Source: an optimization exercise on an open RTL-to-GDS flow (aim: small area and a short achievable clock period). Production flows keep margins and buffers that such runs may drop. Function was checked by simulation only, so behaviour that the tests miss may differ from the original.

== wip/raven ==
==> flow/design.v (excerpt) <==
module cordic_stream (
  input  wire        clk,
  input  wire        rst,
  input  wire        in_valid,
  input  wire [15:0] x0,
  input  wire [15:0] y0,
  input  wire [15:0] z0,
  output wire        out_valid,
  output wire [15:0] out_x,
  output wire [15:0] out_y,
  output wire [15:0] out_z
);
For scale: about 3,800 cells after synthesis, ~100 I/O pins, roughly 29,000 sq um of cells after synthesis.
==> flow/config.mk <==
export PLATFORM = sky130hd
export DESIGN_NAME = cordic_stream
export DESIGN_NICKNAME = cordic_stream
export VERILOG_FILES = /design/flow/design.v
export SDC_FILE = /design/flow/constraint.sdc
export NUM_CORES = 4
export LEC_CHECK = 0
export CAP_MARGIN = 20
export CORE_MARGIN = 2
export CORE_UTILIZATION = 40
export CTS_CLUSTER_DIAMETER = 80
export CTS_CLUSTER_SIZE = 30
export SETUP_SLACK_MARGIN = 2.8
export SLEW_MARGIN = 20
==> flow/constraint.sdc <==
create_clock -name core_clock -period 5.0 [get_ports {clk}]
set_input_delay 1.0000 -clock core_clock [delete_from_list [all_inputs] [get_ports {clk}]]
set_output_delay 1.0000 -clock core_clock [all_outputs]
set_load 0.01 [all_outputs]
standard.sh (not shown) runs the stock make flow with config.mk's settings and CLKGATE_MAP_FILE= SYNTH_SCRIPT=/design/flow/synth_recipe.tcl, a recipe that flattens the netlist after the stock synthesis.
==> flow/flow/run.sh <==
#!/bin/bash
# Layout flow: the standard flow (standard.sh) with two synthesis changes:
# Yosys's full-adder extraction is skipped (ADDER_MAP_FILE empty), and the
# final ABC mapping uses flow/abc_map.script (see flow/synth.tcl).
# Placement, CTS, timing repair and routing are the standard ones.
# The make output (all tools) goes to flow_make.log; ORFS keeps each
# step's log under orfs/logs/.
set -uo pipefail
here=$(pwd)
bash standard.sh SYNTH_SCRIPT="$here/flow/synth.tcl" ADDER_MAP_FILE= finish > "$here/flow_make.log" 2>&1
exit $?
==> flow/flow/abc_map.script <==
strash
dch
map -D 1500
topo
stime -c
buffer -c
upsize -c
dnsize -c
==> flow/flow/synth.tcl <==
set my_abc_script [file join [file dirname [file normalize [info script]]] abc_map.script]
proc abc {args} {
  set i [lsearch -exact $args -script]
  if {$i >= 0} { lset args [expr {$i + 1}] $::my_abc_script }
  puts "abc (own script): $args"
  yosys abc {*}$args
}
source [file join [file dirname [file dirname [file normalize [info script]]]] synth_recipe.tcl]
wip/raven: no failed stages, no open violations at the end
## Diff of input files: wip/quartz against wip/raven
Settings: changing SETUP_SLACK_MARGIN from 2.8 to 3.0; removing CTS_CLUSTER_SIZE (formerly 30); removing CTS_CLUSTER_DIAMETER (formerly 80).
==> flow/flow/run.sh <==
#!/bin/bash
# Layout flow: the standard flow (standard.sh) with two synthesis changes:
# Yosys's full-adder extraction is skipped (ADDER_MAP_FILE empty) and the
# final ABC mapping is area-oriented (flow/synth.tcl, flow/abc_map_area.script).
# Placement, CTS, timing repair and routing are the standard ones.
set -uo pipefail
here=$(pwd)
bash standard.sh SYNTH_SCRIPT="$here/flow/synth.tcl" ADDER_MAP_FILE= finish > "$here/flow_make.log" 2>&1
status=$?
exit $status
==> flow/flow/abc_map_area.script (new file) <==
strash
dch
map -a
topo
stime -c
buffer -c
upsize -c
dnsize -c
==> flow/flow/synth.tcl <==
set my_abc_script [file join [file dirname [file normalize [info script]]] abc_map_area.script]
proc abc {args} {
  set i [lsearch -exact $args -script]
  if {$i >= 0} { lset args [expr {$i + 1}] $::my_abc_script }
  puts "abc (area map): $args"
  yosys abc {*}$args
}
source [file join [file dirname [file dirname [file normalize [info script]]]] synth_recipe.tcl]
removed: flow/flow/abc_map.script
## What came out
- The flow did not stop early for wip/quartz: all stages ran, and the layout cleared the timing, DRC and antenna checks.
- Relative to wip/raven, clock skew decreased by 0.014 ns in wip/quartz.
- Going from wip/raven to wip/quartz, count of clock-buffer cells in the layout +59; final non-filler cell area shows an increase of about 14%; setup fix buffers added after clock tree synthesis has increased; non-clock inverter instance count of the final layout rose by 135.
- The maximum fanout count along the critical path of wip/quartz is higher than that of wip/raven.
- As far as sequential cell count goes, wip/quartz and wip/raven are indistinguishable; the numbers are identical.
- Multi-input combinational gate total up 16 in wip/quartz wrt wip/raven
- wip/quartz vs wip/raven — clock slew seen by the registers of the worst setup and hold paths dropped 0.04 ns.
> inputs changed (wip/quartz -> wip/lagoon)
Settings: swapping 3.0 for 2.8 in SETUP_SLACK_MARGIN.
==> flow/flow/abc_map_area.script <==
strash
dch
map -B 0.9
topo
stime -c
buffer -c
upsize -c
dnsize -c
### Flow results
Compared to wip/quartz, wip/lagoon has full die area 6600 sq um higher. The via count of the first global-routing pass of wip/lagoon exceeds that of wip/quartz by about 10%. wip/lagoon vs. wip/quartz: via density per instance dropped about 4%; worst setup slack after layout climbed 0.031 ns. Kind of critical path = register to register: wip/quartz; kind of critical path = register to output pin: wip/lagoon.
The following lists how wip/sierra was set up differently from wip/lagoon:
Settings: an added CTS_CLUSTER_SIZE of 20; an added CTS_CLUSTER_DIAMETER of 60.
==> flow/flow/run.sh <==
#!/bin/bash
# Layout flow: the standard flow (standard.sh) with two synthesis changes:
# Yosys's full-adder extraction is skipped (ADDER_MAP_FILE empty), and the
# final ABC mapping uses flow/abc_map.script (see flow/synth.tcl).
# Placement, CTS, timing repair and routing are the standard ones.
# The make output (all tools) goes to flow_make.log; ORFS keeps each
# step's log under orfs/logs/.
set -uo pipefail
here=$(pwd)
bash standard.sh SYNTH_SCRIPT="$here/flow/synth.tcl" ADDER_MAP_FILE= finish > "$here/flow_make.log" 2>&1
exit $?
==> flow/flow/abc_map.script (new file) <==
strash
dch
map -B 0.9
topo
stime -c
buffer -c
upsize -c
dnsize -c
==> flow/flow/synth.tcl <==
set my_abc_script [file join [file dirname [file normalize [info script]]] abc_map.script]
proc abc {args} {
  set i [lsearch -exact $args -script]
  if {$i >= 0} { lset args [expr {$i + 1}] $::my_abc_script }
  puts "abc (own script): $args"
  yosys abc {*}$args
}
source [file join [file dirname [file dirname [file normalize [info script]]]] synth_recipe.tcl]
removed: flow/flow/abc_map_area.script
Findings:
The higher design area of wip/sierra and wip/lagoon is in wip/lagoon.
Re minimum setup slack in the final design: wip/lagoon was lower than wip/sierra.
In wip/sierra, the final cell count came out 0.33% below the value in wip/lagoon.
Going from wip/lagoon to wip/sierra, measured slew at the worst slew-check pin grows by 0.010 ns.
| wire length the detailed router placed on met1 | wip/lagoon vs wip/sierra | ≈ equal |
wip/sierra vs wip/lagoon: sequential share of layout area up in wip/sierra
wip/lagoon -> wip/sierra: post-synthesis adder-cell area fraction delta 0, exact match
wip/sierra and wip/lagoon ended up with roughly the same detailed-route via count.
Relative to wip/lagoon, the post-detailed-routing wire length measured on wip/sierra has decreased slightly.
For wip/zinc, these inputs were changed with respect to wip/sierra:
Settings: a change of SETUP_SLACK_MARGIN from 2.8 to 2.9; a change of CTS_CLUSTER_DIAMETER from 60 to 80; a change of CTS_CLUSTER_SIZE from 20 to 30.
==> flow/flow/run.sh <==
#!/bin/bash
# Layout flow: the standard flow (standard.sh) with these changes:
#  - synthesis skips Yosys's full-adder extraction (ADDER_MAP_FILE empty)
#    and maps with flow/abc_map.script (see flow/synth.tcl);
#  - every input and output port still gets its own buffer, but a plain
#    buf_4 (BUFFER_PORTS_ARGS) rather than the delay cell ORFS picks.
# Placement, CTS, timing repair and routing are the standard ones.
# The make output (all tools) goes to flow_make.log; ORFS keeps each
# step's log under orfs/logs/.
set -uo pipefail
here=$(pwd)
bash standard.sh SYNTH_SCRIPT="$here/flow/synth.tcl" ADDER_MAP_FILE= \
  "BUFFER_PORTS_ARGS=-buffer_cell sky130_fd_sc_hd__buf_4" finish > "$here/flow_make.log" 2>&1
exit $?
==> flow/flow/abc_map.script <==
strash
dch
map -D 1500
topo
stime -c
buffer -c
upsize -c
dnsize -c
[summary]
Area growth from synthesis to layout on wip/zinc is up relative to wip/sierra.
Max freq wip/sierra -> wip/zinc: degraded
Between wip/zinc and wip/sierra, total placed cells including tap cells is lower for wip/zinc, wip/sierra comes in above that.
Comparing wip/zinc with wip/sierra, the effective utilization at floorplan came out essentially unchanged.
[wip/zinc] final worst clock skew rose 0.0092 ns relative to wip/sierra
Per the comparison of wip/zinc with wip/sierra, routed wire length lower; sequential standard cell area increased about 0.7%.
Setup WNS wip/sierra -> wip/zinc: worse
Inputs modified between wip/zinc and wip/fjord:
Settings: CTS_CLUSTER_SIZE no longer set, was 30; CTS_CLUSTER_DIAMETER no longer set, was 80; SETUP_SLACK_MARGIN now 2.8, was 2.9.
==> flow/flow/run.sh <==
#!/bin/bash
# Layout flow: the standard flow (standard.sh) with two synthesis changes:
# Yosys's full-adder extraction is skipped (ADDER_MAP_FILE empty) and the
# final ABC mapping is area-oriented (flow/synth.tcl, flow/abc_map_area.script).
# Placement, CTS, timing repair and routing are the standard ones.
set -uo pipefail
here=$(pwd)
bash standard.sh SYNTH_SCRIPT="$here/flow/synth.tcl" ADDER_MAP_FILE= finish > "$here/flow_make.log" 2>&1
status=$?
exit $status
==> flow/flow/abc_map_area.script (new file) <==
strash
dch
map -a
topo
stime -c
buffer -c
upsize -c
dnsize -c
==> flow/flow/synth.tcl <==
set my_abc_script [file join [file dirname [file normalize [info script]]] abc_map_area.script]
proc abc {args} {
  set i [lsearch -exact $args -script]
  if {$i >= 0} { lset args [expr {$i + 1}] $::my_abc_script }
  puts "abc (area map): $args"
  yosys abc {*}$args
}
source [file join [file dirname [file dirname [file normalize [info script]]]] synth_recipe.tcl]
removed: flow/flow/abc_map.script
Notes after the runs:
Comparing wip/fjord and wip/zinc, the lower mean number of vias per cell is on wip/fjord.
Comparing final critical-path share of the clock period for wip/fjord and wip/zinc, the bigger number came from wip/fjord.

afterwards: timing with drivers on the ports:
No port has a modelled driver above. Below, the same layouts with a new extraction and two added sets of constraints.
Step 1 (the two cells are an assumption about what drives the block):
set clk [get_ports {clk}]
set_driving_cell -lib_cell sky130_fd_sc_hd__clkbuf_16 $clk
set_driving_cell -lib_cell sky130_fd_sc_hd__buf_2 [delete_from_list [all_inputs] $clk]
Step 2 moves the port delays by t, midway between the first and last clock arrival at a register: inputs arrive t later, outputs are due t later. That takes back most of the time a late clock gives input paths.
Slacks: ideal / step 1 / step 2; pairs: ideal / step 1.
run	shift t [ns]	setup slack, ns	latest minus earliest clock arrival (ns)	worst slew at a driven data input, ns
wip/raven	0.623	2.834 / 2.787 / 2.834	0.050 / 0.051	0.06
wip/quartz	0.649	2.817 / 2.817 / 2.817	0.036 / 0.035	0.04
wip/lagoon	0.671	2.848 / 2.784 / 2.970	0.030 / 0.031	0.05
wip/sierra	0.689	2.856 / 2.793 / 2.966	0.036 / 0.036	0.05
wip/zinc	0.635	2.829 / 2.829 / 2.829	0.042 / 0.042	0.05
wip/fjord	0.662	2.793 / 2.793 / 2.793	0.023 / 0.022	0.03
After both steps setup and hold are still met in every run listed.
